Source: an optimization exercise on an open RTL-to-GDS flow (aim: a short achievable clock period and few clock cycles). Production flows keep margins and buffers that such runs may drop.
Function was checked by simulation only, so behaviour that the tests miss may differ from the original.

$ cat design/flow/config.mk
export PLATFORM = sky130hd
export DESIGN_NAME = RV32core
export DESIGN_NICKNAME = RV32core
export VERILOG_FILES = /design/flow/design.v
export SDC_FILE = /design/flow/constraint.sdc
export NUM_CORES = 4
export LEC_CHECK = 0
export CAP_MARGIN = 20
export CELL_PAD_IN_SITES_DETAIL_PLACEMENT = 1
export CELL_PAD_IN_SITES_GLOBAL_PLACEMENT = 2
export CORE_MARGIN = 2
export CORE_UTILIZATION = 35
export PLACE_DENSITY = 0.55
export SLEW_MARGIN = 20
$ cat design/flow/constraint.sdc
create_clock -name core_clock -period 12.0 [get_ports {clk}]
set_input_delay 2.4000 -clock core_clock [delete_from_list [all_inputs] [get_ports {clk}]]
set_output_delay 2.4000 -clock core_clock [all_outputs]
set_load 0.01 [all_outputs]
$ cat design/flow/design.v
`timescale 1ns / 1ps
module add_32(    input [31:0] a, 
				  input [31:0] b, 
				  output [31:0]c
    );
    assign c=a+b;
endmodule
`timescale 1ns / 1ps
module MUX2T1_32(input[31:0]I0,
				 input[31:0]I1,
				 input s,
				 output[31:0]o
    );
    assign o = s ? I1 : I0;
endmodule
`timescale 1ns / 1ps
module MUX8T1_32(
    input [2:0]s,
    input [31:0]I0, I1, I2, I3, I4, I5, I6, I7, 
    output [31:0]o
    );
    wire s0 = s == 3'b000;
    wire s1 = s == 3'b001;
    wire s2 = s == 3'b010;
    wire s3 = s == 3'b011;
    wire s4 = s == 3'b100;
    wire s5 = s == 3'b101;
    wire s6 = s == 3'b110;
    wire s7 = s == 3'b111;
    assign o  = {32{s0}} & I0 |
                {32{s1}} & I1 |
                {32{s2}} & I2 |
                {32{s3}} & I3 |
                {32{s4}} & I4 |
                {32{s5}} & I5 |
                {32{s6}} & I6 |
                {32{s7}} & I7;
endmodule
`timescale 1ns / 1ps
module REG32(
                    input clk,
					input rst,
					input CE,
					input [31:0]D,
					output reg[31:0]Q
					);
	always @(posedge clk or posedge rst)
		if (rst)  Q <= 32'h00000000;
		else if (CE) Q <= D;
endmodule
`timescale 1ns / 1ps
module cmp_32(  input [31:0] a,
                input [31:0] b,
                input [2:0] ctrl,
                output c
    );
    localparam cmp_EQ  = 3'b001;
    localparam cmp_NE  = 3'b010;
    localparam cmp_LT  = 3'b011;
    localparam cmp_LTU = 3'b100;
    localparam cmp_GE  = 3'b101;
    localparam cmp_GEU = 3'b110;
    wire res_EQ  = a == b;
    wire res_NE  = ~res_EQ;
    wire res_LT  = (a[31] & ~b[31]) || (~(a[31] ^ b[31]) && a < b);
    wire res_LTU = a < b;
    wire res_GE  = ~res_LT;
    wire res_GEU = ~res_LTU;
    wire EQ  = ctrl == cmp_EQ ; 
    wire NE  = ctrl == cmp_NE ; 
    wire LT  = ctrl == cmp_LT ; 
    wire LTU = ctrl == cmp_LTU;
    wire GE  = ctrl == cmp_GE ; 
    wire GEU = ctrl == cmp_GEU;
    assign c = EQ  & res_EQ  |
               NE  & res_NE  |
               LT  & res_LT  |
               LTU & res_LTU |
               GE  & res_GE  |
               GEU & res_GEU ;
endmodule
`timescale 1ns / 1ps
module ImmGen(
            input  wire [2:0] ImmSel,
            input  wire [31:0] inst_field,
            output[31:0] Imm_out
    );
    parameter Imm_type_I = 3'b001;
    parameter Imm_type_B = 3'b010;
    parameter Imm_type_J = 3'b011;
    parameter Imm_type_S = 3'b100;
    parameter Imm_type_U = 3'b101;
    wire I = ImmSel == Imm_type_I;
    wire B = ImmSel == Imm_type_B;
    wire J = ImmSel == Imm_type_J;
    wire S = ImmSel == Imm_type_S;
    wire U = ImmSel == Imm_type_U;
    wire[31:0] Imm_I = {{20{inst_field[31]}}, inst_field[31:20]};
    wire[31:0] Imm_B = {{20{inst_field[31]}}, inst_field[7], inst_field[30:25], inst_field[11:8], 1'b0};
    wire[31:0] Imm_J = {{12{inst_field[31]}}, inst_field[19:12], inst_field[20], inst_field[30:21],1'b0};
    wire[31:0] Imm_S = {{20{inst_field[31]}}, inst_field[31:25], inst_field[11:7]};
    wire[31:0] Imm_U = {inst_field[31:12], 12'b0};
    assign Imm_out = {32{I}} & Imm_I |
                     {32{B}} & Imm_B |
                     {32{J}} & Imm_J |
                     {32{S}} & Imm_S |
                     {32{U}} & Imm_U ;
endmodule
`timescale 1ns / 1ps
module     Regs(input clk,
				input rst,
				input [4:0] R_addr_A, 
				input [4:0] R_addr_B, 
				input [4:0] Wt_addr, 
				input [31:0]Wt_data, 
				input L_S, 
				output [31:0] rdata_A, 
				output [31:0] rdata_B
			  );
reg [31:0] register [1:31]; 				 
integer i;
	assign rdata_A = (R_addr_A == 0)? 0 : register[R_addr_A]; 	  
	assign rdata_B = (R_addr_B == 0)? 0 : register[R_addr_B];     
	always @(posedge clk or posedge rst) 
      begin
		if (rst) 	 begin 			 
		    for (i=1; i<32; i=i+1)
		    register[i] <= 0;	 
		end 
		else begin
		     if ((Wt_addr != 0) && (L_S == 1)) 	 
		     register[Wt_addr] <= Wt_data;
		end
	end
endmodule
`timescale 1ns / 1ps
module    REG_IF_IS(input clk,                                       
                    input rst,
                    input EN,                                        
                    input flush,                                     
                    input [31:0] PCOUT,                              
                    input [31:0] IR,                                 
                    output reg[31:0] IR_IS,                          
                    output reg[31:0] PCurrent_IS                     
                );
    always @(posedge clk or posedge rst) begin
        if(rst) begin
             IR_IS <= 32'h00000000;                             
             PCurrent_IS <= 32'h00000000;                      
            end
        else if(EN)begin
            if(flush)begin
                IR_IS <= 32'h00000000;               
            end
            else begin
                IR_IS <= IR;                        
                PCurrent_IS <= PCOUT;  end          
            end
    end
endmodule
`timescale 1ns / 1ps
module FU_ALU(
    input clk, rst, EN,
    input[3:0] ALUControl,
    input[31:0] ALUA, ALUB,
    output[31:0] res,
    output zero, overflow,
    output finish
);
    reg state;
    assign finish = state == 1'b1;
    reg[3:0] Control;
    reg[31:0] A, B;
    always@(posedge clk or posedge rst) begin
        if (rst) state <= 0;
        else if(EN & ~state) state <= 1;
        else state <= 0;
    end
    always@(posedge clk) begin
        if(EN & ~state) begin  
            A <= ALUA;
            B <= ALUB;
            Control <= ALUControl;
        end
    end
    localparam ALU_ADD  = 4'b0001;
    localparam ALU_SUB  = 4'b0010;
    localparam ALU_AND  = 4'b0011;
    localparam ALU_OR   = 4'b0100;
    localparam ALU_XOR  = 4'b0101;
    localparam ALU_SLL  = 4'b0110;
    localparam ALU_SRL  = 4'b0111;
    localparam ALU_SLT  = 4'b1000;
    localparam ALU_SLTU = 4'b1001;
    localparam ALU_SRA  = 4'b1010;
    localparam ALU_Ap4  = 4'b1011;
    localparam ALU_Bout = 4'b1100;
    wire[4:0] shamt = B[4:0];
    wire[32:0] res_subu = {1'b0,A} - {1'b0,B};
    wire[31:0] res_ADD  = A + B;
    wire[31:0] res_SUB  = A - B;
    wire[31:0] res_AND  = A & B;
    wire[31:0] res_OR   = A | B;
    wire[31:0] res_XOR  = A ^ B;
    wire[31:0] res_SLL  = A << shamt;
    wire[31:0] res_SRL  = A >> shamt;
    wire add_of = A[31] & B[31] & ~res_ADD[31] |  
                  ~A[31] & ~B[31] & res_ADD[31];  
    wire sub_of = ~A[31] & B[31] & res_SUB[31] |  
                  A[31] & ~B[31] & ~res_SUB[31];  
    wire[31:0] res_SLT  = {31'b0, res_SUB[31] ^ sub_of};
    wire[31:0] res_SLTU = {31'b0, res_subu[32]};
    wire[31:0] res_SRA  = {{32{A[31]}}, A} >> shamt;
    wire[31:0] res_Ap4  = A + 4;
    wire[31:0] res_Bout = B;
    wire ADD  = Control == ALU_ADD ;
    wire SUB  = Control == ALU_SUB ;
    wire AND  = Control == ALU_AND ;
    wire OR   = Control == ALU_OR  ;
    wire XOR  = Control == ALU_XOR ;
    wire SLL  = Control == ALU_SLL ;
    wire SRL  = Control == ALU_SRL ;
    wire SLT  = Control == ALU_SLT ;
    wire SLTU = Control == ALU_SLTU;
    wire SRA  = Control == ALU_SRA ;
    wire Ap4  = Control == ALU_Ap4 ;
    wire Bout = Control == ALU_Bout;
    assign zero = ~|res;
    assign overflow = (Control == ALU_ADD && add_of) | 
                    (Control == ALU_SUB && sub_of);
    assign res = {32{ADD }} & res_ADD  |
                 {32{SUB }} & res_SUB  |
                 {32{AND }} & res_AND  |
                 {32{OR  }} & res_OR   |
                 {32{XOR }} & res_XOR  |
                 {32{SLL }} & res_SLL  |
                 {32{SRL }} & res_SRL  |
                 {32{SLT }} & res_SLT  |
                 {32{SLTU}} & res_SLTU |
                 {32{SRA }} & res_SRA  |
                 {32{Ap4 }} & res_Ap4  |
                 {32{Bout}} & res_Bout ;
endmodule
`timescale 1ns / 1ps
module FU_mem(
    input clk, rst, EN, mem_w,
    input[2:0] bhw,
    input[31:0] rs1_data, rs2_data, imm,
    output[31:0] mem_data,
    output finish,
    output[31:0] dmem_addr,
    output[31:0] dmem_wdata,
    output dmem_we,
    output[1:0] dmem_size,
    input[31:0] dmem_rdata
);
    reg[1:0] state;
    assign finish = state[0] == 1'b1;
    reg mem_w_reg;
    reg[2:0] bhw_reg;
    reg[31:0] rs1_data_reg, rs2_data_reg, imm_reg;
    always@(posedge clk or posedge rst) begin
        if (rst) state <= 0;
        else if(EN & ~|state) state <= 2'b10;
        else state <= {1'b0, state[1]};
    end
    always@(posedge clk or posedge rst) begin
        if (rst) begin
            mem_w_reg <= 0;
            bhw_reg <= 0;
            rs1_data_reg <= 0;
            rs2_data_reg <= 0;
            imm_reg <= 0;
        end
        else if(EN & ~|state) begin
            mem_w_reg <= mem_w;
            bhw_reg <= bhw;
            rs1_data_reg <= rs1_data;
            rs2_data_reg <= rs2_data;
            imm_reg <= imm;
        end
    end
    wire[31:0] addr;
    add_32 add(.a(rs1_data_reg),.b(imm_reg),.c(addr));
    wire in_range = ~|addr[31:7];
    assign dmem_addr = addr;
    assign dmem_wdata = rs2_data_reg;
    assign dmem_size = bhw_reg[1:0];
    assign dmem_we = mem_w_reg & state[1] & in_range;
    assign mem_data = ~in_range ? 32'b0 :
        bhw_reg[1] ? dmem_rdata :
        bhw_reg[0] ? {bhw_reg[2] ? 16'b0 : {16{dmem_rdata[15]}}, dmem_rdata[15:0]} :
        {bhw_reg[2] ? 24'b0 : {24{dmem_rdata[7]}}, dmem_rdata[7:0]};
endmodule
`timescale 1ns / 1ps
module FU_mul(
    input clk, rst, EN,
    input[2:0] op,       
    input[31:0] A, B,
    output[31:0] res,
    output finish
);
    reg[6:0] state;
    assign finish = state[0] == 1'b1;
    reg[2:0] op_reg;
    reg[31:0] A_reg, B_reg;
    always@(posedge clk or posedge rst) begin
        if (rst) state <= 0;
        else if(EN & ~|state) state <= 7'b100_0000;
        else state <= {1'b0, state[6:1]};
    end
    always@(posedge clk) begin
        if(EN & ~|state) begin
            A_reg <= A;
            B_reg <= B;
            op_reg <= op;
        end
    end
    wire signed[32:0] a_ext = {~op_reg[2] & A_reg[31], A_reg};
    wire signed[32:0] b_ext = {~op_reg[1] & B_reg[31], B_reg};
    wire signed[65:0] prod = a_ext * b_ext;
    reg[63:0] mulres;
    always@(posedge clk) mulres <= prod[63:0];
    assign res = op_reg[0] ? mulres[63:32] : mulres[31:0];
endmodule
`timescale 1ns / 1ps
module FU_div(
    input clk, rst, EN,
    input[1:0] op,       
    input[31:0] A, B,
    output[31:0] res,
    output finish
);
    reg state;
    reg[5:0] cnt;
    reg[31:0] quo, rem, dvs;
    reg neg_q, neg_r, is_rem;
    assign finish = state & cnt[5];
    wire sign_a = ~op[0] & A[31];
    wire sign_b = ~op[0] & B[31];
    wire[31:0] abs_a = sign_a ? -A : A;
    wire[31:0] abs_b = sign_b ? -B : B;
    wire[32:0] trial = {rem, quo[31]} - {1'b0, dvs};
    always@(posedge clk or posedge rst) begin
        if (rst) state <= 0;
        else if(EN & ~state) state <= 1;
        else if(finish) state <= 0;
    end
    always@(posedge clk) begin
        if(EN & ~state) begin
            quo <= abs_a;
            rem <= 0;
            dvs <= abs_b;
            neg_q <= (sign_a ^ sign_b) & |B;
            neg_r <= sign_a;
            is_rem <= op[1];
            cnt <= 0;
        end
        else if(state & ~cnt[5]) begin
            if (~trial[32]) begin
                rem <= trial[31:0];
                quo <= {quo[30:0], 1'b1};
            end
            else begin
                rem <= {rem[30:0], quo[31]};
                quo <= {quo[30:0], 1'b0};
            end
            cnt <= cnt + 1;
        end
    end
    wire[31:0] q_out = neg_q ? -quo : quo;
    wire[31:0] r_out = neg_r ? -rem : rem;
    assign res = is_rem ? r_out : q_out;
endmodule
`timescale 1ns / 1ps
module FU_jump(
	input clk, rst, EN, JALR,
	input[3:0] cmp_ctrl,
	input[31:0] rs1_data, rs2_data, imm, PC,
	output[31:0] PC_jump, PC_wb,
	output is_jump, finish
);
	wire cmp_res;
    reg state;
    assign finish = state == 1'b1;
	reg JALR_reg;
	reg[3:0] cmp_ctrl_reg;
	reg[31:0] rs1_data_reg, rs2_data_reg, imm_reg, PC_reg;
	always@(posedge clk or posedge rst) begin
        if (rst) state <= 0;
        else if(EN & ~state) state <= 1;
        else state <= 0;
    end
	always@(posedge clk) begin
        if(EN & ~state) begin  
			JALR_reg <= JALR;
			cmp_ctrl_reg <= cmp_ctrl;
            rs1_data_reg <= rs1_data;
            rs2_data_reg <= rs2_data;
            imm_reg <= imm;
			PC_reg <= PC;
        end
    end
	cmp_32 cmp(.a(rs1_data_reg),.b(rs2_data_reg),.ctrl(cmp_ctrl_reg[3:1]),.c(cmp_res));
	add_32 a(.a(JALR_reg ? rs1_data_reg : PC_reg),.b(imm_reg),.c(PC_jump));
	add_32 b(.a(PC_reg),.b(32'd4),.c(PC_wb));
	assign is_jump = cmp_ctrl_reg[0] | cmp_res;
endmodule
`timescale 1ns / 1ps
module CtrlUnit(
    input clk,
    input rst,
    input[31:0] PC,
    input[31:0] inst,
    input[31:0] imm,
    input ALU_done,
    input MEM_done,
    input MUL_done,
    input DIV_done,
    input JUMP_done,
    input is_jump,
    output IS_en,
    output[2:0] ImmSel,
    output reg ALU_en, MEM_en, MUL_en, DIV_en, JUMP_en,
    output reg[31:0] PC_ctrl,
    output reg[31:0] imm_ctrl,
    output reg[4:0] rs1_ctrl, rs2_ctrl, 
    output reg[4:0] JUMP_op,
    output reg[3:0] ALU_op,
    output reg ALU_use_PC,
    output reg ALU_use_imm,
    output reg MEM_we,
    output reg[2:0] MEM_bhw,
    output reg[2:0] MUL_op,
    output reg[1:0] DIV_op,
    output reg[2:0] write_sel,
    output reg reg_write,
    output reg[4:0] rd_ctrl
);
    integer i;
    reg[31:0] FUS[1:5];
    reg[31:0] IMM[1:5];
    reg[2:0] RRS[0:31];
    reg[31:0] PCR[1:5];
    wire RO_en;
    wire normal_stall;
    reg ctrl_stall, IS_flush;
    wire jump_stall;
    wire[6:0] funct7 = inst[31:25];
    wire[2:0] funct3 = inst[14:12];
    wire[6:0] opcode = inst[6:0];
    wire[4:0] rd = inst[11:7];
    wire[4:0] rs1 = inst[19:15];
    wire[4:0] rs2 = inst[24:20];
    wire Rop = opcode == 7'b0110011;
    wire Iop = opcode == 7'b0010011;
    wire Bop = opcode == 7'b1100011;
    wire Lop = opcode == 7'b0000011;
    wire Sop = opcode == 7'b0100011;
    wire funct7_0  = funct7 == 7'h0;
    wire funct7_1  = funct7 == 7'h1;
    wire funct7_32 = funct7 == 7'h20;
    wire funct3_0 = funct3 == 3'h0;
    wire funct3_1 = funct3 == 3'h1;
    wire funct3_2 = funct3 == 3'h2;
    wire funct3_3 = funct3 == 3'h3;
    wire funct3_4 = funct3 == 3'h4;
    wire funct3_5 = funct3 == 3'h5;
    wire funct3_6 = funct3 == 3'h6;
    wire funct3_7 = funct3 == 3'h7;
    wire ADD  = Rop & funct3_0 & funct7_0;
    wire SUB  = Rop & funct3_0 & funct7_32;
    wire SLL  = Rop & funct3_1 & funct7_0;
    wire SLT  = Rop & funct3_2 & funct7_0;
    wire SLTU = Rop & funct3_3 & funct7_0;
    wire XOR  = Rop & funct3_4 & funct7_0;
    wire SRL  = Rop & funct3_5 & funct7_0;
    wire SRA  = Rop & funct3_5 & funct7_32;
    wire OR   = Rop & funct3_6 & funct7_0;
    wire AND  = Rop & funct3_7 & funct7_0;
    wire MUL    = Rop & funct3_0 & funct7_1;
    wire MULH   = Rop & funct3_1 & funct7_1;
    wire MULHSU = Rop & funct3_2 & funct7_1;
    wire MULHU  = Rop & funct3_3 & funct7_1;
    wire DIV    = Rop & funct3_4 & funct7_1;
    wire DIVU   = Rop & funct3_5 & funct7_1;
    wire REM    = Rop & funct3_6 & funct7_1;
    wire REMU    = Rop & funct3_7 & funct7_1;
    wire ADDI  = Iop & funct3_0;	
    wire SLTI  = Iop & funct3_2;
    wire SLTIU = Iop & funct3_3;
    wire XORI  = Iop & funct3_4;
    wire ORI   = Iop & funct3_6;
    wire ANDI  = Iop & funct3_7;
    wire SLLI  = Iop & funct3_1 & funct7_0;
    wire SRLI  = Iop & funct3_5 & funct7_0;
    wire SRAI  = Iop & funct3_5 & funct7_32;
    wire BEQ = Bop & funct3_0;
    wire BNE = Bop & funct3_1;
    wire BLT = Bop & funct3_4;
    wire BGE = Bop & funct3_5;
    wire BLTU = Bop & funct3_6;
    wire BGEU = Bop & funct3_7;
    wire LB =  Lop & funct3_0;
    wire LH =  Lop & funct3_1;
    wire LW =  Lop & funct3_2;
    wire LBU = Lop & funct3_4;
    wire LHU = Lop & funct3_5;
    wire SB = Sop & funct3_0;
    wire SH = Sop & funct3_1;
    wire SW = Sop & funct3_2;
    wire LUI   = opcode == 7'b0110111;
    wire AUIPC = opcode == 7'b0010111;
    wire JAL  =  opcode == 7'b1101111;
    wire JALR = (opcode == 7'b1100111) && funct3_0;
    wire R_valid = AND | OR | ADD | XOR | SLL | SRL | SRA | SUB | SLT | SLTU 
        | MUL | MULH | MULHSU | MULHU | DIV | DIVU | REM | REMU;
    wire I_valid = ANDI | ORI | ADDI | XORI | SLLI | SRLI | SRAI | SLTI | SLTIU;
    wire B_valid = BEQ | BNE | BLT | BGE | BLTU | BGEU;
    wire L_valid = LW | LH | LB | LHU | LBU;
    wire S_valid = SW | SH | SB;
    wire use_ALU = AND | OR | ADD | XOR | SLL | SRL | SRA | SUB | SLT | SLTU
        | I_valid | LUI | AUIPC;
    wire use_MEM = L_valid | S_valid;
    wire use_MUL = MUL | MULH | MULHSU | MULHU;
    wire use_DIV = DIV | DIVU | REM | REMU;
    wire use_JUMP = B_valid | JAL | JALR;
    wire[2:0] use_FU = {3{use_ALU}}  & 3'd1  |
                       {3{use_MEM}}  & 3'd2  |
                       {3{use_MUL}}  & 3'd3  |
                       {3{use_DIV}}  & 3'd4  |
                       {3{use_JUMP}} & 3'd5 ;
    assign normal_stall = (FUS[3'd1][0] & use_ALU)|
                          (FUS[3'd2][0] & use_MEM)|
                          (FUS[3'd3][0] & use_MUL)|
                          (FUS[3'd4][0] & use_DIV)|
                          (FUS[3'd5][0] & use_JUMP)|
                          (FUS[3'd1][10:6] == rd && FUS[3'd1][0])|
                          (FUS[3'd2][10:6] == rd && FUS[3'd2][0])|
                          (FUS[3'd3][10:6] == rd && FUS[3'd3][0])|
                          (FUS[3'd4][10:6] == rd && FUS[3'd4][0])|
                          (FUS[3'd5][10:6] == rd && FUS[3'd5][0]);            
    assign IS_en = IS_flush | ~normal_stall & ~ctrl_stall;
    assign RO_en = ~IS_flush & ~normal_stall & ~ctrl_stall;
    always @ (posedge clk or posedge rst) begin
        if (rst) begin
            ctrl_stall <= 0;
        end
        else begin
            if (RO_en & (use_FU == 3'd5)) begin
                ctrl_stall <= 1;
            end
            else if (JUMP_done) begin
                ctrl_stall <= 0;
            end
        end
    end
    always @ (posedge clk or posedge rst) begin
        if (rst) begin
            IS_flush <= 0;
        end
        else if (JUMP_done & is_jump) begin
            IS_flush <= 1;
        end
        else begin
            IS_flush <= 0;
        end
    end
    assign jump_stall = FUS[3'd5][0] & (~JUMP_done);
    wire[4:0] op = {5{ADD}}          & 5'b0_0001    |
                   {5{SUB}}          & 5'b0_0010    |
                   {5{AND}}          & 5'b0_0011    |
                   {5{OR}}           & 5'b0_0100     |
                   {5{XOR}}          & 5'b0_0101    |
                   {5{SLL}}          & 5'b0_0110    |
                   {5{SRL}}          & 5'b0_0111    |
                   {5{SLT}}          & 5'b0_1000    |
                   {5{SLTU}}         & 5'b0_1001   |
                   {5{SRA}}          & 5'b0_1010    |
                   {5{LUI}}          & 5'b1_1100    |
                   {5{AUIPC}}        & 5'b1_1011  |
                   {5{ADDI}}         & 5'b1_0001   |
                   {5{ANDI}}         & 5'b1_0011   |
                   {5{ORI}}          & 5'b1_0100    |
                   {5{XORI}}         & 5'b1_0101   |
                   {5{SLLI}}         & 5'b1_0110   |
                   {5{SRLI}}         & 5'b1_0111   |
                   {5{SLTI}}         & 5'b1_1000   |
                   {5{SLTIU}}        & 5'b1_1001  |
                   {5{SRAI}}         & 5'b1_1010   |
                   {5{LB}}           & 5'b0_000_0     |
                   {5{LH}}           & 5'b0_001_0     |
                   {5{LW}}           & 5'b0_010_0     |
                   {5{LBU}}          & 5'b0_100_0    |
                   {5{LHU}}          & 5'b0_101_0    |
                   {5{SB}}           & 5'b0_000_1     |
                   {5{SH}}           & 5'b0_001_1     |
                   {5{SW}}           & 5'b0_010_1     |
                   {5{MUL}}          & 5'b00_00_0    |
                   {5{MULH}}         & 5'b00_00_1   |
                   {5{MULHSU}}       & 5'b00_01_1 |
                   {5{MULHU}}        & 5'b00_11_1  |
                   {5{DIV}}          & 5'b000_00    |
                   {5{DIVU}}         & 5'b000_01   |
                   {5{REM}}          & 5'b000_10    |
                   {5{REMU}}         & 5'b000_11   |
                   {5{BEQ}}          & 5'b0_001_0   |
                   {5{BNE}}          & 5'b0_010_0   |
                   {5{BLT}}          & 5'b0_011_0   |
                   {5{BGE}}          & 5'b0_101_0   |
                   {5{BLTU}}         & 5'b0_100_0  |
                   {5{BGEU}}         & 5'b0_110_0  |
                   {5{JAL}}          & 5'b0_000_1   |
                   {5{JALR}}         & 5'b1_000_1  ;
    wire[4:0] dst = {5{R_valid | I_valid | L_valid | LUI | AUIPC | JAL | JALR}} & rd;
    wire[4:0] src1 = {5{R_valid | I_valid | S_valid | L_valid | B_valid | JALR}} & rs1;
    wire[4:0] src2 = {5{R_valid | S_valid | B_valid}} & rs2;
    assign ImmSel = {3{JALR | L_valid | I_valid}} & 3'b001 |
                    {3{B_valid}}                  & 3'b010 |
                    {3{JAL}}                      & 3'b011 |
                    {3{S_valid}}                  & 3'b100 |
                    {3{LUI | AUIPC}}              & 3'b101 ;
    wire ALU_WAR = (FUS[3'd1][10:6]==0)|(
        (FUS[3'd3][15:11] != FUS[3'd1][10:6] | !FUS[3'd3][27])  &     
        (FUS[3'd3][20:16] != FUS[3'd1][10:6] | !FUS[3'd3][28])  &     
        (FUS[3'd4][15:11] != FUS[3'd1][10:6] | !FUS[3'd4][27])  &     
        (FUS[3'd4][20:16] != FUS[3'd1][10:6] | !FUS[3'd4][28])  &     
        (FUS[3'd5][15:11]!= FUS[3'd1][10:6] | !FUS[3'd5][27])  &     
        (FUS[3'd5][20:16]!= FUS[3'd1][10:6] | !FUS[3'd5][28])  &    
        (FUS[3'd2][15:11] != FUS[3'd1][10:6] | !FUS[3'd2][27])  &     
        (FUS[3'd2][20:16] != FUS[3'd1][10:6] | !FUS[3'd2][28])
    );
    wire MEM_WAR = (
        (FUS[3'd1][15:11]  != FUS[3'd2][10:6] | !FUS[3'd1][27]) &     
        (FUS[3'd1][20:16]  != FUS[3'd2][10:6] | !FUS[3'd1][28]) &     
        (FUS[3'd3][15:11]  != FUS[3'd2][10:6] | !FUS[3'd3][27]) &     
        (FUS[3'd3][20:16]  != FUS[3'd2][10:6] | !FUS[3'd3][28]) &     
        (FUS[3'd4][15:11]  != FUS[3'd2][10:6] | !FUS[3'd4][27]) &     
        (FUS[3'd4][20:16]  != FUS[3'd2][10:6] | !FUS[3'd4][28]) &     
        (FUS[3'd5][15:11] != FUS[3'd2][10:6] | !FUS[3'd5][27]) &     
        (FUS[3'd5][20:16] != FUS[3'd2][10:6] | !FUS[3'd5][28])       
    );
    wire MUL_WAR = (
        (FUS[3'd1][15:11] != FUS[3'd3][10:6] | !FUS[3'd1][27]) &      
        (FUS[3'd1][20:16] != FUS[3'd3][10:6] | !FUS[3'd1][28]) &      
        (FUS[3'd2][15:11] != FUS[3'd3][10:6] | !FUS[3'd2][27]) &      
        (FUS[3'd2][20:16] != FUS[3'd3][10:6] | !FUS[3'd2][28]) &      
        (FUS[3'd4][15:11] != FUS[3'd3][10:6] | !FUS[3'd4][27]) &      
        (FUS[3'd4][20:16] != FUS[3'd3][10:6] | !FUS[3'd4][28]) &      
        (FUS[3'd5][15:11]!= FUS[3'd3][10:6] | !FUS[3'd5][27]) &      
        (FUS[3'd5][20:16]!= FUS[3'd3][10:6] | !FUS[3'd5][28])        
    );
    wire DIV_WAR = (
        (FUS[3'd1][15:11] != FUS[3'd4][10:6] | !FUS[3'd1][27]) &       
        (FUS[3'd1][20:16] != FUS[3'd4][10:6] | !FUS[3'd1][28]) &       
        (FUS[3'd2][15:11] != FUS[3'd4][10:6] | !FUS[3'd2][27]) &       
        (FUS[3'd2][20:16] != FUS[3'd4][10:6] | !FUS[3'd2][28]) &       
        (FUS[3'd3][15:11] != FUS[3'd4][10:6] | !FUS[3'd3][27]) &       
        (FUS[3'd3][20:16] != FUS[3'd4][10:6] | !FUS[3'd3][28]) &       
        (FUS[3'd5][15:11]!= FUS[3'd4][10:6] | !FUS[3'd5][27]) &       
        (FUS[3'd5][20:16]!= FUS[3'd4][10:6] | !FUS[3'd5][28])         
    );
    wire JUMP_WAR =(
        (FUS[3'd1][15:11] != FUS[3'd5][10:6] | !FUS[3'd1][27]) &       
        (FUS[3'd1][20:16] != FUS[3'd5][10:6] | !FUS[3'd1][28]) &       
        (FUS[3'd2][15:11] != FUS[3'd5][10:6] | !FUS[3'd2][27]) &       
        (FUS[3'd2][20:16] != FUS[3'd5][10:6] | !FUS[3'd2][28]) &       
        (FUS[3'd3][15:11] != FUS[3'd5][10:6] | !FUS[3'd3][27]) &       
        (FUS[3'd3][20:16] != FUS[3'd5][10:6] | !FUS[3'd3][28]) &       
        (FUS[3'd4][15:11] != FUS[3'd5][10:6] | !FUS[3'd4][27]) &       
        (FUS[3'd4][20:16] != FUS[3'd5][10:6] | !FUS[3'd4][28])         
    );
    wire[2:0] wb_fu = (FUS[3'd5][29] & JUMP_WAR) ? 3'd5 :
                      (FUS[3'd1][29] & ALU_WAR)   ? 3'd1  :
                      (FUS[3'd2][29] & MEM_WAR)   ? 3'd2  :
                      (FUS[3'd3][29] & MUL_WAR)   ? 3'd3  :
                      (FUS[3'd4][29] & DIV_WAR)   ? 3'd4  : 3'd0;
    wire[2:0] fu1 = (RRS[src1] == wb_fu) ? 3'b0 : RRS[src1];
    wire[2:0] fu2 = (RRS[src2] == wb_fu) ? 3'b0 : RRS[src2];
    wire rdy1 = ~|fu1;
    wire rdy2 = ~|fu2;
    always @ (posedge clk or posedge rst) begin
        if (rst) begin
            for (i = 0; i < 32; i = i + 1) begin
                RRS[i] <= 3'b0;
            end
            for (i = 1; i <= 5; i = i + 1) begin
                FUS[i] <= 32'b0;
                IMM[i] <= 32'b0;
                PCR[i] <= 32'b0;
            end
        end
        else begin
            if (RO_en) begin
                if (|dst) RRS[dst] <= use_FU;
                FUS[use_FU][0] <= 1'b1;
                FUS[use_FU][5:1] <= op;                              
                FUS[use_FU][10:6] <= dst;
                FUS[use_FU][15:11] <= src1;
                FUS[use_FU][20:16] <= src2;
                FUS[use_FU][23:21] <= fu1;
                FUS[use_FU][26:24] <= fu2;
                FUS[use_FU][27] <= rdy1;
                FUS[use_FU][28] <= rdy2;
                FUS[use_FU][29] <= 0;
                IMM[use_FU] <= imm;
                PCR[use_FU] <= PC;
            end
            if (FUS[3'd5][27] & FUS[3'd5][28]) begin
                FUS[3'd5][27] <= 1'b0;
                FUS[3'd5][28] <= 1'b0;
            end
            else if (FUS[3'd1][27] & FUS[3'd1][28]) begin              
                FUS[3'd1][27] <= 0;                          
                FUS[3'd1][28] <= 0;
            end
            else if (FUS[3'd2][27] & FUS[3'd2][28]) begin              
                FUS[3'd2][27] <= 0;                          
                FUS[3'd2][28] <= 0;
            end
            else if (FUS[3'd3][27] & FUS[3'd3][28]) begin              
                FUS[3'd3][27] <= 0;                          
                FUS[3'd3][28] <= 0;
            end
            else if (FUS[3'd4][27] & FUS[3'd4][28]) begin              
                FUS[3'd4][27] <= 0;                          
                FUS[3'd4][28] <= 0;
            end
            if(!FUS[3'd1][29]) FUS[3'd1][29] <= ALU_done;    
            if(!FUS[3'd2][29]) FUS[3'd2][29] <= MEM_done;                            
            if(!FUS[3'd3][29]) FUS[3'd3][29] <= MUL_done;
            if(!FUS[3'd4][29]) FUS[3'd4][29] <= DIV_done;
            if(!FUS[3'd5][29]) FUS[3'd5][29] <= JUMP_done;
            if (FUS[3'd5][29] & JUMP_WAR) begin
                FUS[3'd5] <= 32'b0;
                RRS[FUS[3'd5][10:6]] <= 3'b0;
                if (FUS[3'd1][23:21] == 3'd5) begin FUS[3'd1][27] <= 1; FUS[3'd1][23:21] <= 0; end            
                if (FUS[3'd2][23:21] == 3'd5) begin FUS[3'd2][27] <= 1; FUS[3'd2][23:21] <= 0; end            
                if (FUS[3'd3][23:21] == 3'd5) begin FUS[3'd3][27] <= 1; FUS[3'd3][23:21] <= 0; end            
                if (FUS[3'd4][23:21] == 3'd5) begin FUS[3'd4][27] <= 1; FUS[3'd4][23:21] <= 0; end            
                if (FUS[3'd1][26:24] == 3'd5) begin FUS[3'd1][28] <= 1; FUS[3'd1][26:24] <= 0; end            
                if (FUS[3'd2][26:24] == 3'd5) begin FUS[3'd2][28] <= 1; FUS[3'd2][26:24] <= 0; end            
                if (FUS[3'd3][26:24] == 3'd5) begin FUS[3'd3][28] <= 1; FUS[3'd3][26:24] <= 0; end            
                if (FUS[3'd4][26:24] == 3'd5) begin FUS[3'd4][28] <= 1; FUS[3'd4][26:24] <= 0; end 
                FUS[3'd5][0] <= 0;           
            end
            else if (FUS[3'd1][29] & ALU_WAR) begin
                FUS[3'd1] <= 32'b0;
                RRS[FUS[3'd1][10:6]] <= 3'b0;
                if (FUS[3'd5][23:21] == 3'd1) begin FUS[3'd5][27] <= 1; FUS[3'd5][23:21] <= 0; end            
                if (FUS[3'd2][23:21] == 3'd1) begin FUS[3'd2][27] <= 1; FUS[3'd2][23:21] <= 0; end            
                if (FUS[3'd3][23:21] == 3'd1) begin FUS[3'd3][27] <= 1; FUS[3'd3][23:21] <= 0; end            
                if (FUS[3'd4][23:21] == 3'd1) begin FUS[3'd4][27] <= 1; FUS[3'd4][23:21] <= 0; end            
                if (FUS[3'd5][26:24] == 3'd1) begin FUS[3'd5][28] <= 1; FUS[3'd5][26:24] <= 0; end            
                if (FUS[3'd2][26:24] == 3'd1) begin FUS[3'd2][28] <= 1; FUS[3'd2][26:24] <= 0; end            
                if (FUS[3'd3][26:24] == 3'd1) begin FUS[3'd3][28] <= 1; FUS[3'd3][26:24] <= 0; end            
                if (FUS[3'd4][26:24] == 3'd1) begin FUS[3'd4][28] <= 1; FUS[3'd4][26:24] <= 0; end 
                FUS[3'd1][0] <= 0;           
            end
            else if (FUS[3'd2][29] & MEM_WAR) begin
                FUS[3'd2] <= 32'b0;
                RRS[FUS[3'd2][10:6]] <= 3'b0;
                if (FUS[3'd5][23:21] == 3'd2) begin FUS[3'd5][27] <= 1; FUS[3'd5][23:21] <= 0; end            
                if (FUS[3'd1][23:21] == 3'd2) begin FUS[3'd1][27] <= 1; FUS[3'd1][23:21] <= 0; end            
                if (FUS[3'd3][23:21] == 3'd2) begin FUS[3'd3][27] <= 1; FUS[3'd3][23:21] <= 0; end            
                if (FUS[3'd4][23:21] == 3'd2) begin FUS[3'd4][27] <= 1; FUS[3'd4][23:21] <= 0; end            
                if (FUS[3'd5][26:24] == 3'd2) begin FUS[3'd5][28] <= 1; FUS[3'd5][26:24] <= 0; end            
                if (FUS[3'd1][26:24] == 3'd2) begin FUS[3'd1][28] <= 1; FUS[3'd1][26:24] <= 0; end            
                if (FUS[3'd3][26:24] == 3'd2) begin FUS[3'd3][28] <= 1; FUS[3'd3][26:24] <= 0; end            
                if (FUS[3'd4][26:24] == 3'd2) begin FUS[3'd4][28] <= 1; FUS[3'd4][26:24] <= 0; end 
                FUS[3'd2][0] <= 0;           
            end
            else if (FUS[3'd3][29] & MUL_WAR) begin
                FUS[3'd3] <= 32'b0;
                RRS[FUS[3'd3][10:6]] <= 3'b0;
                if (FUS[3'd5][23:21] == 3'd3) begin FUS[3'd5][27] <= 1; FUS[3'd5][23:21] <= 0; end            
                if (FUS[3'd2][23:21] == 3'd3) begin FUS[3'd2][27] <= 1; FUS[3'd2][23:21] <= 0; end            
                if (FUS[3'd1][23:21] == 3'd3) begin FUS[3'd1][27] <= 1; FUS[3'd1][23:21] <= 0; end            
                if (FUS[3'd4][23:21] == 3'd3) begin FUS[3'd4][27] <= 1; FUS[3'd4][23:21] <= 0; end            
                if (FUS[3'd5][26:24] == 3'd3) begin FUS[3'd5][28] <= 1; FUS[3'd5][26:24] <= 0; end            
                if (FUS[3'd2][26:24] == 3'd3) begin FUS[3'd2][28] <= 1; FUS[3'd2][26:24] <= 0; end            
                if (FUS[3'd1][26:24] == 3'd3) begin FUS[3'd1][28] <= 1; FUS[3'd1][26:24] <= 0; end            
                if (FUS[3'd4][26:24] == 3'd3) begin FUS[3'd4][28] <= 1; FUS[3'd4][26:24] <= 0; end  
                FUS[3'd3][0] <= 0;          
            end
            else if (FUS[3'd4][29] & DIV_WAR) begin
                FUS[3'd4] <= 32'b0;
                RRS[FUS[3'd4][10:6]] <= 3'b0;
                if (FUS[3'd5][23:21] == 3'd4) begin FUS[3'd5][27] <= 1; FUS[3'd5][23:21] <= 0; end            
                if (FUS[3'd2][23:21] == 3'd4) begin FUS[3'd2][27] <= 1; FUS[3'd2][23:21] <= 0; end            
                if (FUS[3'd3][23:21] == 3'd4) begin FUS[3'd3][27] <= 1; FUS[3'd3][23:21] <= 0; end            
                if (FUS[3'd1][23:21] == 3'd4) begin FUS[3'd1][27] <= 1; FUS[3'd1][23:21] <= 0; end            
                if (FUS[3'd5][26:24] == 3'd4) begin FUS[3'd5][28] <= 1; FUS[3'd5][26:24] <= 0; end            
                if (FUS[3'd2][26:24] == 3'd4) begin FUS[3'd2][28] <= 1; FUS[3'd2][26:24] <= 0; end            
                if (FUS[3'd3][26:24] == 3'd4) begin FUS[3'd3][28] <= 1; FUS[3'd3][26:24] <= 0; end            
                if (FUS[3'd1][26:24] == 3'd4) begin FUS[3'd1][28] <= 1; FUS[3'd1][26:24] <= 0; end  
                FUS[3'd4][0] <= 0;          
            end
        end
    end
    always @ (*) begin
        ALU_en = 0;
        MEM_en = 0;
        MUL_en = 0;
        DIV_en = 0;
        JUMP_en = 0;
        rs1_ctrl = 0;
        rs2_ctrl = 0;
        PC_ctrl = 0;
        imm_ctrl = 0;
        JUMP_op = 0;
        ALU_op = 0;
        ALU_use_PC = 0;
        ALU_use_imm = 0;
        MEM_we = 0;
        MEM_bhw = 0;
        MUL_op = 0;
        DIV_op = 0;
        if (FUS[3'd5][27] & FUS[3'd5][28]) begin
            ALU_en = 1'b0;
            MEM_en = 1'b0;
            MUL_en = 1'b0;
            DIV_en = 1'b0;
            JUMP_en = 1'b1;
            JUMP_op = FUS[3'd5][5:1];
            rs1_ctrl = FUS[3'd5][15:11];
            rs2_ctrl = FUS[3'd5][20:16];
            PC_ctrl = PCR[3'd5];
            imm_ctrl = IMM[3'd5];
        end
        else if (FUS[3'd1][27] & FUS[3'd1][28]) begin
            ALU_en = 1'b1;
            MEM_en = 1'b0;
            MUL_en = 1'b0;
            DIV_en = 1'b0;
            JUMP_en = 1'b0;
            ALU_op = FUS[3'd1][5:1] == 5'b1_1011 ? 
                      4'b0001 : FUS[3'd1][1+3:1];
            rs1_ctrl = FUS[3'd1][15:11];
            rs2_ctrl = FUS[3'd1][20:16];
            ALU_use_PC = FUS[3'd1][5:1] == 5'b1_1011;
            ALU_use_imm = FUS[3'd1][5];
            PC_ctrl = PCR[3'd1];
            imm_ctrl = IMM[3'd1];
        end
        else if (FUS[3'd2][27] & FUS[3'd2][28]) begin
            ALU_en = 1'b0;
            MEM_en = 1'b1;
            MUL_en = 1'b0;
            DIV_en = 1'b0;
            JUMP_en = 1'b0;
            MEM_we = FUS[3'd2][1];
            MEM_bhw = FUS[3'd2][1+3:1+1];
            rs1_ctrl = FUS[3'd2][15:11];
            rs2_ctrl = FUS[3'd2][20:16];    
            imm_ctrl = IMM[3'd2];
        end
        else if (FUS[3'd3][27] & FUS[3'd3][28]) begin
            ALU_en = 1'b0;
            MEM_en = 1'b0;
            MUL_en = 1'b1;
            DIV_en = 1'b0;
            JUMP_en = 1'b0;
            MUL_op = FUS[3'd3][1+2:1];
            rs1_ctrl = FUS[3'd3][15:11];
            rs2_ctrl = FUS[3'd3][20:16];
        end
        else if (FUS[3'd4][27] & FUS[3'd4][28]) begin
            ALU_en = 1'b0;
            MEM_en = 1'b0;
            MUL_en = 1'b0;
            DIV_en = 1'b1;
            JUMP_en = 1'b0;
            DIV_op = FUS[3'd4][1+1:1];
            rs1_ctrl = FUS[3'd4][15:11];
            rs2_ctrl = FUS[3'd4][20:16];
        end
    end
    always @ (*) begin
        write_sel = 0;
        reg_write = 0;
        rd_ctrl = 0;
        if (FUS[3'd5][29] & JUMP_WAR) begin
            write_sel = 3'd4;
            reg_write = 1'b1;
            rd_ctrl = FUS[3'd5][10:6];
        end
        else if (FUS[3'd1][29] & ALU_WAR) begin
            write_sel = 3'd0;
            reg_write = 1'b1;
            rd_ctrl = FUS[3'd1][10:6];
        end
        else if (FUS[3'd2][29] & MEM_WAR) begin
            write_sel = 3'd1;
            reg_write = 1'b1;
            rd_ctrl = FUS[3'd2][10:6];
        end
        else if (FUS[3'd3][29] & MUL_WAR) begin
            write_sel = 3'd2;
            reg_write = 1'b1;
            rd_ctrl = FUS[3'd3][10:6];
        end
        else if (FUS[3'd4][29] & DIV_WAR) begin
            write_sel = 3'd3;
            reg_write = 1'b1;
            rd_ctrl = FUS[3'd4][10:6];
        end
    end
endmodule
`timescale 1ns / 1ps
module  RV32core(
        input clk,   
        input rst,   
        output[31:0] imem_addr,
        input[31:0] imem_data,
        output[31:0] dmem_addr,
        output[31:0] dmem_wdata,
        output dmem_we,
        output[1:0] dmem_size,
        input[31:0] dmem_rdata
    );
    wire PC_EN_IF, IS_EN, FU_ALU_EN, FU_mem_EN, FU_mul_EN, FU_div_EN, FU_jump_EN;
    wire RegWrite_ctrl, ALUSrcA_ctrl, ALUSrcB_ctrl, mem_w_ctrl;
    wire[2:0] ImmSel_ctrl, bhw_ctrl, DatatoReg_ctrl, MUL_op_ctrl;
    wire[1:0] DIV_op_ctrl;
    wire[3:0] ALUControl_ctrl;
    wire[4:0] Jump_ctrl;
    wire[4:0] rs1_addr_ctrl, rs2_addr_ctrl, rd_ctrl;
    wire[31:0] PC_ctrl, imm_ctrl;
    wire [31:0] PC_IF, next_PC_IF, PC_4_IF, inst_IF;
    wire[31:0]inst_IS, PC_IS, Imm_out_IS;
    wire[31:0]rs1_data_RO, rs2_data_RO, ALUA_RO, ALUB_RO;
    wire FU_ALU_finish, FU_mem_finish, FU_mul_finish, FU_div_finish, FU_jump_finish, is_jump_FU;
    wire[31:0]ALUout_FU, mem_data_FU, mulres_FU, divres_FU, PC_jump_FU, PC_wb_FU;
    wire[31:0]ALUout_WB, mem_data_WB, mulres_WB, divres_WB, PC_wb_WB, wt_data_WB;
    assign PC_EN_IF = IS_EN | FU_jump_finish & is_jump_FU;
    REG32 REG_PC(.clk(clk),.rst(rst),.CE(PC_EN_IF),.D(next_PC_IF),.Q(PC_IF));
    add_32 add_IF(.a(PC_IF),.b(32'd4),.c(PC_4_IF));
    MUX2T1_32 mux_IF(.I0(PC_4_IF),.I1(PC_jump_FU),.s(FU_jump_finish & is_jump_FU),.o(next_PC_IF));
    assign imem_addr = PC_IF;
    assign inst_IF = imem_data;
    REG_IF_IS reg_IF_IS(.clk(clk),.rst(rst),.EN(IS_EN),
        .flush(1'b0),.PCOUT(PC_IF),.IR(inst_IF),
        .IR_IS(inst_IS),.PCurrent_IS(PC_IS));
    ImmGen imm_gen(.ImmSel(ImmSel_ctrl),.inst_field(inst_IS),.Imm_out(Imm_out_IS));
    CtrlUnit ctrl(.clk(clk),.rst(rst),.PC(PC_IS),.inst(inst_IS),.imm(Imm_out_IS),
        .ALU_done(FU_ALU_finish),.MEM_done(FU_mem_finish),.MUL_done(FU_mul_finish),.DIV_done(FU_div_finish),.JUMP_done(FU_jump_finish),.is_jump(is_jump_FU),
        .IS_en(IS_EN),.ImmSel(ImmSel_ctrl),.ALU_en(FU_ALU_EN),
        .MEM_en(FU_mem_EN),.MUL_en(FU_mul_EN),.DIV_en(FU_div_EN),.JUMP_en(FU_jump_EN),
        .PC_ctrl(PC_ctrl),.imm_ctrl(imm_ctrl),.rs1_ctrl(rs1_addr_ctrl),.rs2_ctrl(rs2_addr_ctrl),
        .JUMP_op(Jump_ctrl),.ALU_op(ALUControl_ctrl),.ALU_use_PC(ALUSrcA_ctrl),.ALU_use_imm(ALUSrcB_ctrl),
        .MEM_we(mem_w_ctrl),.MEM_bhw(bhw_ctrl),.MUL_op(MUL_op_ctrl),.DIV_op(DIV_op_ctrl),
        .write_sel(DatatoReg_ctrl),.reg_write(RegWrite_ctrl),.rd_ctrl(rd_ctrl)    
    );
    Regs register(.clk(clk),.rst(rst),
        .R_addr_A(rs1_addr_ctrl),.rdata_A(rs1_data_RO),
        .R_addr_B(rs2_addr_ctrl),.rdata_B(rs2_data_RO),
        .L_S(RegWrite_ctrl),.Wt_addr(rd_ctrl),.Wt_data(wt_data_WB));
    MUX2T1_32 mux_imm_ALU_RO_A(.I0(rs1_data_RO),.I1(PC_ctrl),.s(ALUSrcA_ctrl),.o(ALUA_RO));
    MUX2T1_32 mux_imm_ALU_RO_B(.I0(rs2_data_RO),.I1(imm_ctrl),.s(ALUSrcB_ctrl),.o(ALUB_RO));
    FU_ALU alu(.clk(clk),.rst(rst),.EN(FU_ALU_EN),.finish(FU_ALU_finish),
        .ALUControl(ALUControl_ctrl),.ALUA(ALUA_RO),.ALUB(ALUB_RO),.res(ALUout_FU),
        .zero(),.overflow());
    FU_mem mem(.clk(clk),.rst(rst),.EN(FU_mem_EN),.finish(FU_mem_finish),
        .mem_w(mem_w_ctrl),.bhw(bhw_ctrl),.rs1_data(rs1_data_RO),.rs2_data(rs2_data_RO),
        .imm(imm_ctrl),.mem_data(mem_data_FU),
        .dmem_addr(dmem_addr),.dmem_wdata(dmem_wdata),.dmem_we(dmem_we),
        .dmem_size(dmem_size),.dmem_rdata(dmem_rdata));
    FU_mul mu(.clk(clk),.rst(rst),.EN(FU_mul_EN),.finish(FU_mul_finish),.op(MUL_op_ctrl),
        .A(rs1_data_RO),.B(rs2_data_RO),.res(mulres_FU));
    FU_div du(.clk(clk),.rst(rst),.EN(FU_div_EN),.finish(FU_div_finish),.op(DIV_op_ctrl),
        .A(rs1_data_RO),.B(rs2_data_RO),.res(divres_FU));
    FU_jump ju(.clk(clk),.rst(rst),.EN(FU_jump_EN),.finish(FU_jump_finish),
        .JALR(Jump_ctrl[4]),.cmp_ctrl(Jump_ctrl[3:0]),.rs1_data(rs1_data_RO),.rs2_data(rs2_data_RO),
        .imm(imm_ctrl),.PC(PC_ctrl),.PC_jump(PC_jump_FU),.PC_wb(PC_wb_FU),.is_jump(is_jump_FU));
    REG32 reg_WB_ALU(.clk(clk),.rst(rst),.CE(FU_ALU_finish),.D(ALUout_FU),.Q(ALUout_WB));
    REG32 reg_WB_mem(.clk(clk),.rst(rst),.CE(FU_mem_finish),.D(mem_data_FU),.Q(mem_data_WB));
    REG32 reg_WB_mul(.clk(clk),.rst(rst),.CE(FU_mul_finish),.D(mulres_FU),.Q(mulres_WB));
    REG32 reg_WB_div(.clk(clk),.rst(rst),.CE(FU_div_finish),.D(divres_FU),.Q(divres_WB));
    REG32 reg_WB_jump(.clk(clk),.rst(rst),.CE(FU_jump_finish),.D(PC_wb_FU),.Q(PC_wb_WB));
    MUX8T1_32 mux_DtR(.s(DatatoReg_ctrl),.I0(ALUout_WB),.I1(mem_data_WB),.I2(mulres_WB),.I3(divres_WB),
        .I4(PC_wb_WB),.I5(32'd0),.I6(32'd0),.I7(32'd0),.o(wt_data_WB));
endmodule
$ cat design/flow/run.sh
#!/bin/bash
# synth_recipe.tcl (not shown) runs the flow's synth.tcl, then flattens the netlist and writes it again
# the make line also repeats each setting of config.mk as NAME=value (left out here)
make -C /OpenROAD-flow-scripts/flow DESIGN_CONFIG=/design/flow/config.mk WORK_HOME=/design/flow/orfs CLKGATE_MAP_FILE= SYNTH_SCRIPT=/design/flow/synth_recipe.tcl finish
==> out/results.md <==
| Group | Result | Value |
| --- | --- | --- |
| status | Result of the run | complete, no violations |
| cells and area | Number of nets in the layout | 18239 |
| global route | Global-route track usage on met3 | 8.37% |
| worst setup path | Top Family by Delay on Critical Path | simple AND/OR/NAND/NOR gates |
| global route | Overall Global Routing Usage | 39.1% |
| min path | Hold path startpoint | mu.state[1]$_DFF_PP0_ |
| timing | Final Critical Period | 10.28 ns |
| yosys | Top post-synthesis cells by area | sky130_fd_sc_hd__dfrtp_1, sky130_fd_sc_hd__fa_1, sky130_fd_sc_hd__edfxtp_1, sky130_fd_sc_hd__nand2_1, sky130_fd_sc_hd__mux2_2 |
| worst setup path | Worst endpoint data arrival time | 7.88 ns |
| clock tree | Number of gates given a new drive strength after cts | 0 |
| floorplanning | CORE AREA | 0.448 mm2 |
| drt | 1st-iter DRT viols | 15503 |
| timing | Post-Route Setup TNS | 0 ns |
| worst setup path | Buffers plus inverters on the worst setup path | 2 |
| min path | Path class of the lowest-slack min-delay path | flip-flop to flip-flop |
| worst setup path | Largest driver fanout on the critical path | 25 |
| worst setup path | Slowest Stage Delay on Critical Path | 0.92 ns |
| global route | Met2 track utilization from global routing | 61.1% |
| clock tree | CTS root buf | sky130_fd_sc_hd__clkbuf_16 |
| clock tree | CTS Buffer Depth | 4 |
| clock tree | Clock transition at path regs | 0.06 ns |
| floorplanning | Starting Density | 35.1% |
| clock tree | TritonCTS buffer count | 286 |
| global route | Final global-route overflow total | 0 |
| worst setup path | Endpoint of the worst-slack reg-to-reg timing path | mu.mulres[61]$_DFF_P_ |
| cells and area | Layout cell share with drive strength beyond 1 | 11.7% |
| cells and area | Reg with most FFs | register.register |
| floorplanning | Area of the die | 0.454 mm2 |
| worst setup path | R2R Setup Slk | 2.28 ns |
| yosys | Flip-flop and latch count after synthesis | 2199 |
| flow run | Max-cap violation count | 0 |
| cells and area | Flip-flop count of the largest register, all copies and words added | 992 |
| yosys | Count of distinct cell types in the synthesized netlist | 101 |
| cells and area | Filler-free cell count of the finished design | 22860 |
| timing | Pin slew with the least headroom to its limit | 1.28 ns |
| drt | Antenna Violating Nets Remaining | 0 |
| worst setup path | Worst Reg2Reg Path Length in Cells | 26 |
| clock tree | H-tree levels | 5 |
| drt | Vias | 141713 |
| global route | Maximum number of pins on one net before global-route repair | 167 |
| yosys | Fraction of synthesized cell area taken by the top area cell type | 28.1% |
| drt | Average wire per cell in the routed design | 39.5 um |
| placed design | HPWL after DPL | 645 mm |
| floorplanning | Horiz. Die Dim | 674 um |
| clock tree | Clock insertion delay at the later pin of the skew report | 1.01 ns |
| placed design | Worst Setup Slack post-DPL | 2.25 ns |
| floorplanning | DIE HEIGHT | 674 um |
| yosys | Async S/R FF share, synth | 80.1% |
| worst setup path | Critical path startpoint category | flip-flop |
| drt | First-pass DRT Iterations | 8 |
| clock tree | Clock Sinks | 2199 |
| yosys | Count of yosys warnings during synthesis | 14 |
| global route | M1 GR Usage | 49.2% |
| global route | Layer with the highest usage after global routing | met2 |
| timing | Final worst slack | 1.72 ns |
| drt | Residual DRC | 0 |
| yosys | Fraction of the yosys area taken by sequential cells | 35.8% |
| timing | Count of final setup violators | 0 |
| placed design | Final weighted congestion in routability-driven placement | 0.961 |
| floorplanning | Site Rows | 246 |
| timing | Hold violation count in the final report | 0 |
| yosys | Number of enable flip-flop cells after synthesis | 335 |
| floorplanning | Top Ports | 165 |
| global route | Via count of the first global-routing pass | 146087 |
| timing | Part of the cycle the worst path needs | 85.7% |
| worst setup path | Worst R2R Start | mu.A_reg[31]$_DFFE_PP_ |
| min path | Endpoint, Worst Hold | mu.state[0]$_DFF_PP0_ |
| clock tree | # Post-CTS Setup Buffers | 0 |
| yosys | Cell with the most instances after synthesis | sky130_fd_sc_hd__nand2_1 |
| worst setup path | Crit path cell chain | ha_1, inv_1, fa_1, nor2b_1, o31a_1, o221a_2, o22ai_1, a31oi_1, a21oi_1, o21ai_0, xor2_1, or4_1, nor4_1, nand4b_1, nor4_2, nand3_2, nor2_1, clkdlybuf4s50_1 |
| timing | Fmax achieved | 0.0973 GHz |
| timing | Worst hold slack | 0.388 ns |
| worst setup path | Endpoint required time on the critical path | 9.60 ns |
| global route | Initial antenna violation count | 108 |
| cells and area | Area growth from synthesis to layout | 12.9% |
| worst setup path | CP Capture Type | output port |
| drt | Overall routed net length | 902 mm |
| yosys | Mean post-synth cell area | 9.34 um2 |
| clock tree | TritonCTS clock tree | yes |
| clock tree | Number of hold buffers added after cts | 0 |
| timing | Relative max-transition margin | 14.3% |
| yosys | Synth Net Count | 18450 |
| placed design | Count of input and output buffers | 164 |
| global route | Wire length of the first global-routing pass | 1240 mm |
| min path | Hold-critical path depth | 0 |
| timing | Final max-slew violation count | 0 |
| drt | Avg Vias per Cell | 6.20 |
| worst setup path | Critical-path cell with the highest stage delay | sky130_fd_sc_hd__nand3_2 |
| yosys | Yosys top cell by area | sky130_fd_sc_hd__dfrtp_1 |
| yosys | Number of instances in the synthesized netlist | 16810 |
| worst setup path | Critical Setup Path Class | flip-flop to output port |
| timing | Setup repair after global routing missed its margin | no |
| yosys | Leading post-synthesis cells by instance count | sky130_fd_sc_hd__nand2_1, sky130_fd_sc_hd__dfrtp_1, sky130_fd_sc_hd__inv_1 |
| yosys | Mapped Area | 0.157 mm2 |
| timing | Setup skew after layout | 0.103 ns |
| yosys | Primary flip-flop cell chosen by synthesis mapping | sky130_fd_sc_hd__dfrtp_1 |
| cells and area | Largest registers ranked by flip-flop count | register.register: 992 flops, ctrl.FUS: 144 flops |
| placed design | # placed instances | 22256 |
## layout make-up
cell class,instances,area (um2)
Timing Repair Buffer,747,6290
Clock inverter,107,1250
Sequential cell,2199,56200
Clock buffer,409,8510
Fill cell,50253,270000
Antenna cell,81,203
Inverter,1280,4810
Multi-Input combinational cell,12085,92700
Tap cell,5952,7450
## metrics by stage
step	area, um2	utilization (%)
global placement	167000	37.3
detailed placement	167000	37.4
global route	177000	39.6
finish	177000	39.6
CTS	177000	39.5
floorplan	157000	-
## metal layers
layer | part of all wire [%] | wire [um]
met1 | 40 | 357000
met5 | 0.033 | 301
met4 | 7.5 | 67600
met3 | 7.8 | 70700
met2 | 45 | 407000
## cell families (layout without fill, tap and decap cells)
family / count (synthesis) / in the layout / share of synthesized area (%)
compound gates: 3747 / 3747 / 15.5
fa+ha+maj: 1574 / 1574 / 17.9
flops: 2199 / 2199 / 35.8
buf+inv: 2526 / 2543 / 6.08
mux: 886 / 886 / 6.30
other cells: 0 / 81 / 0
simple gates: 5282 / 5282 / 15.1
xor+xnor: 596 / 596 / 3.32
## worst max-delay path by stage
| stage | cells past startpoint | endpoint | start |
|---|---|---|---|
| 5_1_grt | 18 | dmem_we | mem.rs1_data_reg[0]$_DFFE_PP0P_ |
| 3_5_place_dp | 26 | mu.mulres[61]$_DFF_P_ | mu.A_reg[31]$_DFFE_PP_ |
| 2_1_floorplan | 1 | REG_PC.Q[0]$_DFFE_PP0P_ | rst |
| 3_3_place_gp | 28 | mu.mulres[61]$_DFF_P_ | mu.B_reg[0]$_DFFE_PP_ |
| 6_report | 18 | dmem_we | mem.rs1_data_reg[0]$_DFFE_PP0P_ |
| 4_1_cts | 18 | dmem_we | mem.rs1_data_reg[0]$_DFFE_PP0P_ |
## placed cells by master, fill, tap and decap left out, drive strengths merged, types with 310 or more instances in the layout
master / synthesis / final
nand2: 2451 / 2451
dfrtp: 1762 / 1762
inv: 1278 / 1289
fa: 1130 / 1130
nor2: 1097 / 1097
a21oi: 1043 / 1043
o21ai: 899 / 899
mux2: 611 / 611
buf: 230 / 583
a22oi: 542 / 542
ha: 444 / 444
clkbuf: 1016 / 409
nand3: 363 / 363
edfxtp: 335 / 335
and2: 310 / 310
## worst register-to-register path: stages (launching register included)
cell	delay, ns
sky130_fd_sc_hd__edfxtp_1	0.32
sky130_fd_sc_hd__buf_4	0.41
sky130_fd_sc_hd__nor2b_2	0.82
sky130_fd_sc_hd__nand2_1	0.23
sky130_fd_sc_hd__inv_1	0.17
sky130_fd_sc_hd__fa_1	0.52
sky130_fd_sc_hd__fa_1	0.63
sky130_fd_sc_hd__fa_1	0.54
sky130_fd_sc_hd__inv_1	0.40
sky130_fd_sc_hd__fa_1	0.53
sky130_fd_sc_hd__fa_1	0.50
sky130_fd_sc_hd__fa_1	0.53
sky130_fd_sc_hd__fa_1	0.52
sky130_fd_sc_hd__inv_1	0.06
sky130_fd_sc_hd__fa_1	0.45
sky130_fd_sc_hd__ha_1	0.34
sky130_fd_sc_hd__a21o_1	0.17
sky130_fd_sc_hd__a21oi_1	0.30
sky130_fd_sc_hd__o21ai_0	0.21
sky130_fd_sc_hd__a21o_1	0.23
sky130_fd_sc_hd__o21ai_0	0.21
sky130_fd_sc_hd__nand2b_1	0.12
sky130_fd_sc_hd__a211o_1	0.31
sky130_fd_sc_hd__o22ai_1	0.35
sky130_fd_sc_hd__o21ai_0	0.24
sky130_fd_sc_hd__a221oi_1	0.36
sky130_fd_sc_hd__xnor2_1	0.18
Testbench counts, summed over its fixed seeds: cycles 180,475.

==> afterwards: timing with drivers on the ports <==
How much do the figures lean on ideal ports? The routed layout below was timed once more, with nothing changed but the port constraints. Step 1 sets driving cells, clkbuf_16 on the clock port and buf_2 on the other inputs (assumed; they add their load-dependent delay and slew). Step 2 moves the port delays by t, midway between the first and last clock arrival at a register: inputs arrive t later, outputs are due t later. That takes back most of the time a late clock gives input paths. Slacks: ideal ports / drivers / drivers and shift; pairs: ideal ports / drivers.
t, ns: 1.090
slack for setup (ns): 1.720 / 1.584 / 2.281
hold WS [ns]: 0.388 / 0.388 / 0.388
worst setup path at the end: register to register
pins driven straight from the clock port: 1
After both steps setup and hold are still met in this run. The setup slack of this run moves by -0.136 ns with the drivers and by +0.561 ns with both steps.
